What follows belongs to an exercise in optimizing a design on an open flow for a short achievable clock period and few clock cycles; a production flow would make more cautious choices. In this exercise RTL edits were held to simulation tests only and were not proved equivalent to the original. No activity file was given, so power comes from the tool's default toggle rates.

## red
==> flow/design.v (excerpt) <==
module cpu(clk, reset, read_data, mem_addr, mem_cmd, out, N, V, Z, w);
    input clk, reset;
    input [15:0] read_data;
    output [8:0] mem_addr;
    output [1:0] mem_cmd;
    output [15:0] out;
    output N, V, Z, w;
    function [16:0] ks16(input [15:0] a, input [15:0] b, input ci);
        reg [15:0] p, g0, p0, g1, p1, g2, p2, g3, p3, g4;
        integer i;
        begin
            p = a ^ b;
            g0 = a & b;
            g0[0] = (a[0] & b[0]) | (p[0] & ci);
            p0 = p;
            for (i = 0; i < 16; i = i + 1) begin
                g1[i] = (i >= 1) ? g0[i] | (p0[i] & g0[i-1]) : g0[i];
                p1[i] = (i >= 1) ? p0[i] & p0[i-1] : p0[i];
            end
            for (i = 0; i < 16; i = i + 1) begin
                g2[i] = (i >= 2) ? g1[i] | (p1[i] & g1[i-2]) : g1[i];
                p2[i] = (i >= 2) ? p1[i] & p1[i-2] : p1[i];
            end
            for (i = 0; i < 16; i = i + 1) begin
                g3[i] = (i >= 4) ? g2[i] | (p2[i] & g2[i-4]) : g2[i];
                p3[i] = (i >= 4) ? p2[i] & p2[i-4] : p2[i];
            end
            for (i = 0; i < 16; i = i + 1)
                g4[i] = (i >= 8) ? g3[i] | (p3[i] & g3[i-8]) : g3[i];
            ks16 = {g4[15], p ^ {g4[14:0], ci}};
        end
    endfunction
    function [8:0] inc9(input [8:0] x);
        reg [16:0] t;
        begin
            t = ks16({7'b0, x}, 16'b0, 1'b1);
            inc9 = t[8:0];
        end
    endfunction
    function [8:0] add_sx5(input [8:0] r, input [4:0] i);
        reg [16:0] lo, up, dn;
        reg [3:0] hi;
        begin
            lo = ks16({11'b0, r[4:0]}, {11'b0, i}, 1'b0);
            up = ks16({12'b0, r[8:5]}, 16'b0, 1'b1);
            dn = ks16({12'b0, r[8:5]}, 16'h000f, 1'b0);
            case ({i[4], lo[5]})
                2'b01: hi = up[3:0];
                2'b10: hi = dn[3:0];
                default: hi = r[8:5];
            endcase
            add_sx5 = {hi, lo[4:0]};
        end
    endfunction
  ...
clock: 7.0 ns
lec_check: 0
cap_margin: 20
core_margin: 2
core_utilization: 35
setup_slack_margin: 4.0
slew_margin: 20
synth_hierarchical: 1
tns_end_percent: 100
run.sh (not shown) runs the stock make flow with config.mk's settings and CLKGATE_MAP_FILE= SYNTH_SCRIPT=/design/flow/synth_recipe.tcl, a recipe that flattens the netlist after the stock synthesis.
Testbench counts of red, summed over its fixed seeds: cycles 20,667.
--- input diff red..blue ---
--- a/flow/design.v
+++ b/flow/design.v
@@ -249,37 +249,41 @@
     wire y_redir_n = y7[0];             
     wire d_call = y6[42], a_bypA = y6[41], a_bypB = y6[40], a_bypD = y6[39];
     wire pA_n = y6[38], pB_n = y6[37], pD_n = y6[36], pM_n = y6[35], pT_n = y6[34];
     wire d_ldr = y6[33], d_str = y6[32], d_halt = y6[30], d_cmp = y6[29];
     wire d_and = y6[28], d_fastc = y6[27];
     wire [7:0] a_wr = y6[26:19], rd_oh = y6[18:11];
     wire halted_n = halted | e_halt;
     wire [15:0] src = ld_q ? read_data : resA;
     wire y_inv = (ir[15:11] == 5'b10101) | (ir[15:11] == 5'b10111);
     wire fetching = cmd_q[1] & ~e_ld;
     wire e_ins = (e_bk & e_redir) | e_r7;
-    reg [3:0] bhit;
+    reg [3:0] bhit_p, bhit_j;
     integer j;
     always @(*)
-        for (j = 0; j < 4; j = j + 1)
-            bhit[j] = bv[j] & (bpc[9*j +: 9] == mem_addr);
+        for (j = 0; j < 4; j = j + 1) begin
+            bhit_p[j] = bv[j] & (bpc[9*j +: 9] == pc_f);
+            bhit_j[j] = bv[j] & (bpc[9*j +: 9] == mjmp);
+        end
+    wire [3:0] bhit = use_jmp ? bhit_j : bhit_p;
     wire bpred = |bhit;
     wire bpret = |(bhit & bret);
     wire [8:0] btgt = bpret ? lr_pred : ({9{bhit[0]}} & btg[8:0]) | ({9{bhit[1]}} & btg[17:9]) |
                                         ({9{bhit[2]}} & btg[26:18]) | ({9{bhit[3]}} & btg[35:27]);
-    wire [8:0] addr1 = inc9(mem_addr);
+    wire [8:0] addr1 = use_jmp ? inc9(mjmp) : inc9(pc_f);
+    wire [8:0] faddr = use_jmp ? mjmp : pc_f;
     always @(posedge clk) begin
         rf <= rf_n;
         flags <= flags_n;
         resA <= e_res;
-        fa <= mem_addr;
+        fa <= faddr;
         fa1 <= addr1;
         fptgt <= btgt;
         if (e_call) lr_pred <= opB[8:0];
         resB <= a_resB;
         if (pA) opA <= src; else if (arriving) opA <= a_opA;
         if (pB) opB <= shinv(src, ir[4:3], y_inv); else if (arriving) opB <= a_opB;
         if (arriving & a_bypD & ~pD) sdata <= e_res;
         else if (pD) sdata <= src; else if (arriving) sdata <= a_sdata;
         if (arriving) mmem <= a_mem;
         mmem_p <= ld_q ? add_sx5(read_data[8:0], ir[4:0]) : add_sx5(resA[8:0], ir[4:0]);
         if (pT) mjmp <= src[8:0]; else if (arriving) mjmp <= a_jmp;
Findings:
- Part of the power in the clock network sits higher in blue than in red.
- Side by side, detail-routed net length per standard cell turned out lower in blue than in red.
- [compare] base=red new=blue: wire length shows a reduction of 1.2%, synthesized netlist cell count increased by about 1.1% relative to the old numbers.
- Taking red as the reference, in blue area added between synthesis and finish fell 1.4 points; worst path setup slack after routing now larger; number of global-route vias before repair fell about 1%; layout cell share with drive strength beyond 1 went down; number of cells in the finished layout apart from fillers went down 25.
Testbench counts of blue, summed over its fixed seeds: cycles 20,667.

[separate check: timing with driven ports]
No port has a modelled driver above. Below, the same layouts with a new extraction and two added sets of constraints.
Step 1, drivers: a clkbuf_16 drives clk and a buf_2 each remaining input, both assumed.
Step 2 also shifts input and output timing later by t, the mid clock arrival at the registers, as if the neighbouring blocks saw the same clock.
Slacks: no drivers / after step 1 / after step 2; pairs: no drivers / after step 1.
| run | t (ns) | setup WS [ns] | worst setup path after step 2 |
|---|---|---|---|
| red | 0.720 | 3.721 / 3.474 / 2.755 | input to register |
| blue | 0.734 | 3.846 / 3.542 / 2.809 | input to register |
After both steps every run listed still meets setup and hold. For blue, which loses most, drivers alone change the setup slack by -0.304 ns; drivers and shift together by -1.037 ns.
